What follows belongs to an exercise in optimizing a design on an open flow for small area and a short achievable clock period; a production flow would make more cautious choices. RTL that was checked went through simulation tests only; none was proved equivalent to the original. Power is estimated from default activity; no workload was simulated.

## fifo_sync
module fifo_sync #(
  parameter int WIDTH = 32,
  parameter int DEPTH = 16
)(
  input  logic              clk,
  input  logic              rst_n,
  input  logic              in_valid,
  output logic              in_ready,
  input  logic [WIDTH-1:0]  in_data,
  output logic              out_valid,
  input  logic              out_ready,
  output logic [WIDTH-1:0]  out_data,
  output logic              full,
  output logic              empty,
  output logic [$clog2(DEPTH+1)-1:0] count
);
For scale: about 540 flip-flops, roughly 20,000 µm² of cells after synthesis.
Settings: LEC_CHECK=0, CAP_MARGIN=20, CORE_MARGIN=2, CORE_UTILIZATION=55, SETUP_SLACK_MARGIN=1.9, SLEW_MARGIN=20; clock period 3.8 ns.
run.sh (not shown) runs the stock make flow with config.mk's settings and CLKGATE_MAP_FILE= SYNTH_SCRIPT=/design/flow/synth_recipe.tcl, a recipe that flattens the netlist after the stock synthesis.
Change:
CORE_UTILIZATION = 40   (was 55)
SETUP_SLACK_MARGIN = 2.0   (was 1.9)
After rerunning:
- The new run completed with no timing, DRC or antenna violations
- combinational power grows by 18%
- sequential cell count does not change
- global-route usage shrinks by 6.5 points
- sequential share of layout area shrinks by 2.6 points
- routed wire length grows by 7.2%
- setup slack gets better by 26 ps
Change:
CORE_UTILIZATION = 65   (was 40)
CTS_BUF_LIST = sky130_fd_sc_hd__clkbuf_8   (was default)
SETUP_SLACK_MARGIN = 2.2   (was 2.0)
Effect: The changed run completed with no timing, DRC or antenna violations. Power rises by 5.7%. Routed wire length goes up by 25%. Cell area is higher by 9.3%.
No run of this note included a check of the RTL's function; only the layout flow was run.

* * *

Another version of the RTL of fifo_sync (not shown whole).
Size: about 1,100 cells after synthesis.
clock: 3.8 ns
lec_check: 0
cap_margin: 20
core_margin: 2
core_utilization: 40
setup_slack_margin: 0.15
slew_margin: 20
Then changed:
- SETUP_SLACK_MARGIN: 0.15 -> 2.0
Result: The new run finished clean. Critical path depth stays the same. Setup slack gets better by 0.48 ns. Combinational power rose by about 30%. Via count climbs by about 4%.
No functional check of the RTL was part of any run of this note.

* * *

## garnet
The RTL this note starts from:
==> flow/design.v <==
module fifo_sync #(
  parameter int WIDTH = 32,
  parameter int DEPTH = 16
)(
  input  logic              clk,
  input  logic              rst_n,
  input  logic              in_valid,
  output logic              in_ready,
  input  logic [WIDTH-1:0]  in_data,
  output logic              out_valid,
  input  logic              out_ready,
  output logic [WIDTH-1:0]  out_data,
  output logic              full,
  output logic              empty,
  output logic [$clog2(DEPTH+1)-1:0] count
);
  localparam int CW = $clog2(DEPTH+1);
  localparam int NS = DEPTH - 1;           
  logic [WIDTH-1:0] mem [NS];
  logic [WIDTH-1:0] head;
  logic [NS-1:0]    woh;                   
  logic             woh_n0;                
  logic [NS-1:1]    woh_hi;
  assign woh = {woh_hi, ~woh_n0};
  logic [NS-1:0]    roh;                   
  logic             roh_n0;                
  logic [NS-1:1]    roh_hi;
  assign roh = {roh_hi, ~roh_n0};
  logic [CW-1:0]    cnt;
  logic             full_r, vld_r, ge2_r;   
  logic push, pop, ram_push, ram_pop, head_en;
  assign push     = in_valid & ~full_r;
  assign pop      = out_ready & vld_r;
  assign ram_push = push & vld_r & ~(~ge2_r & out_ready);
  assign ram_pop  = out_ready & ge2_r;
  assign head_en  = ~vld_r | out_ready;
  logic [NS-1:0] wsel, rsel;
  assign wsel = woh & {NS{~full_r}};
  assign rsel = roh & {NS{ge2_r}};
  for (genvar g = 0; g < NS; g++) begin : slot
    logic [WIDTH-1:0] q;
    always_ff @(posedge clk) begin
      if (wsel[g]) q <= in_data;
    end
    assign mem[g] = q;
  end
  logic [WIDTH-1:0] head_d;
  always_comb begin
    head_d = ({WIDTH{~head_en}} & head) |
             ({WIDTH{head_en & ~ge2_r}} & in_data);
    for (int i = 0; i < NS; i++)
      head_d = head_d | ({WIDTH{head_en & rsel[i]}} & mem[i]);
  end
  always_ff @(posedge clk) begin
    head <= head_d;
  end
  always_ff @(posedge clk or negedge rst_n) begin
    if (!rst_n) begin
      woh_n0 <= 1'b0;
      woh_hi <= '0;
      roh_n0 <= 1'b0;
      roh_hi <= '0;
    end else begin
      if (ram_push) begin
        woh_n0 <= ~woh[NS-1];
        woh_hi <= woh[NS-2:0];
      end
      if (ram_pop) begin
        roh_n0 <= ~roh[NS-1];
        roh_hi <= roh[NS-2:0];
      end
    end
  end
  logic [CW-1:0] cnt_inc, cnt_dec, cnt_d;
  logic          is1, is15, ge3;
  assign cnt_inc = cnt + 1'b1;
  assign cnt_dec = cnt - 1'b1;
  assign is1     = (cnt == 1);
  assign is15    = (cnt == DEPTH - 1);
  assign ge3     = (cnt >= 3);
  logic full_d, vld_d, ge2_d;
  always_comb begin
    cnt_d  = cnt;
    full_d = full_r;
    vld_d  = vld_r;
    ge2_d  = ge2_r;
    if (push & ~pop) begin
      cnt_d  = cnt_inc;
      full_d = is15;
      vld_d  = 1'b1;
      ge2_d  = vld_r;
    end else if (pop & ~push) begin
      cnt_d  = cnt_dec;
      full_d = 1'b0;
      vld_d  = ~is1;
      ge2_d  = ge3;
    end
  end
  logic vld_o, nvld_o, full_o, nfull_o;
  always_ff @(posedge clk or negedge rst_n) begin
    if (!rst_n) begin
      vld_o   <= 1'b0;
      nvld_o  <= 1'b0;
      full_o  <= 1'b0;
      nfull_o <= 1'b0;
    end else begin
      vld_o   <= push | (vld_r & ~(pop & is1));
      nvld_o  <= push ? 1'b1 : (pop ? ~is1 : vld_r);
      full_o  <= ~pop & (full_r | (push & is15));
      nfull_o <= pop ? 1'b0 : (push ? is15 : full_r);
    end
  end
  always_ff @(posedge clk or negedge rst_n) begin
    if (!rst_n) begin
      cnt    <= '0;
      full_r <= 1'b0;
      vld_r  <= 1'b0;
      ge2_r  <= 1'b0;
    end else begin
      cnt    <= cnt_d;
      full_r <= full_d;
      vld_r  <= vld_d;
      ge2_r  <= ge2_d;
    end
  end
  assign out_data  = head;
  assign count     = cnt;
  assign full      = full_o;
  assign empty     = ~nvld_o;
  assign in_ready  = ~nfull_o;
  assign out_valid = vld_o;
endmodule
clock: 3.8 ns
lec_check: 0
cap_margin: 20
core_margin: 2
core_utilization: 70
cts_cluster_diameter: 100
cts_cluster_size: 24
setup_slack_margin: 1.9
slew_margin: 20
garnet finished every stage and its layout cleared the timing, DRC and antenna checks.
For quartz, these inputs were changed with respect to garnet:
--- a/flow/config.mk
+++ b/flow/config.mk
@@ -9,5 +9,6 @@
 export CORE_MARGIN = 2
-export CORE_UTILIZATION = 70
+export CORE_UTILIZATION = 55
 export CTS_CLUSTER_DIAMETER = 100
 export CTS_CLUSTER_SIZE = 24
+export GPL_TIMING_DRIVEN = 1
 export SETUP_SLACK_MARGIN = 1.9
## What came out
Result for quartz and garnet: all clean. Going from garnet to quartz, worst hold slack lower, area taken by flip-flops and latches flat. quartz vs. garnet: total power went up by about 0.4%. On half-perimeter wire length after detailed placement, quartz tracks garnet almost exactly. Diff quartz..garnet | clock slew seen by the registers of the worst setup and hold paths | negligible. roh_hi[7] as the beginning of the critical path was reported by garnet, and cnt[0] by quartz. Critical path depth is lower on quartz.
Here is what was changed in the inputs of cedar compared with quartz.
--- a/flow/config.mk
+++ b/flow/config.mk
@@ -10,5 +10,5 @@
 export CORE_UTILIZATION = 55
+export CTS_BUF_LIST = sky130_fd_sc_hd__clkbuf_8 sky130_fd_sc_hd__clkbuf_16
 export CTS_CLUSTER_DIAMETER = 100
 export CTS_CLUSTER_SIZE = 24
-export GPL_TIMING_DRIVEN = 1
 export SETUP_SLACK_MARGIN = 1.9
==> comparison <==
The flow did not stop early for cedar: all stages ran, and the layout cleared the timing, DRC and antenna checks. Going from quartz to cedar, multi-input combinational gate total level; leakage dissipation shows an increase of about 1%; non-clock buffer count saw little to no change; minimum clock period held. Between cedar and quartz, the final critical-path setup slack does not differ in any meaningful way. Compared to quartz, cedar has portion of total power attributed to the clock network 0.2 points lower. The first-pass GRT wire length was comparable across quartz and cedar.
Changes in raven relative to cedar:
--- a/flow/config.mk
+++ b/flow/config.mk
@@ -10,3 +10,2 @@
 export CORE_UTILIZATION = 55
-export CTS_BUF_LIST = sky130_fd_sc_hd__clkbuf_8 sky130_fd_sc_hd__clkbuf_16
 export CTS_CLUSTER_DIAMETER = 100
Notes after the runs:
In summary, raven completed successfully, with a layout that passed the timing, DRC and antenna checks.
Delta (raven minus cedar): floorplan die area neither gained nor lost much, via density per instance neither gained nor lost much, final wirelength neither gained nor lost much, number of endpoints failing setup at the final stage neither gained nor lost much.
cedar and raven ended up with roughly the same routed wirelength normalized by instance count.
Power after layout of raven is on par with cedar.
In terms of final-layout clock-cell area share, cedar and raven differ only marginally.

[what the ideal ports hide]
Ports are ideal in the flow. The routed layouts listed here were re-timed in OpenROAD.
Step 1 assumes that a clkbuf_16 drives the clock port and a buf_2 every other input.
Step 2, shift: input delay + t, output delay - t, t = (earliest + latest rising clock arrival at the registers) / 2. This alone moves slack from input paths to output paths.
Slacks: ideal ports / drivers / drivers and shift; pairs: ideal ports / drivers.
run | shift t [ns] | slack for setup (ns) | pins driven straight from the clock port
the first run of note 1 | 0.645 | 1.755 / 1.748 / 1.451 | 1
the second run of note 1 | 0.653 | 1.780 / 1.726 / 1.451 | 1
the third run of note 1 | 0.661 | 1.750 / 1.706 / 1.496 | 1
the first run of note 2 | 0.643 | 1.148 / 1.178 / 0.535 | 1
the second run of note 2 | 0.627 | 1.628 / 1.628 / 1.098 | 1
garnet | 0.621 | 1.849 / 1.849 / 1.369 | 1
quartz | 0.618 | 1.900 / 1.847 / 1.362 | 1
cedar | 0.619 | 1.900 / 1.845 / 1.363 | 1
raven | 0.618 | 1.900 / 1.847 / 1.362 | 1
After both steps every run listed still meets setup and hold. The setup slack of the first run of note 2, which loses most, moves by +0.030 ns with the drivers and by -0.613 ns with both steps.
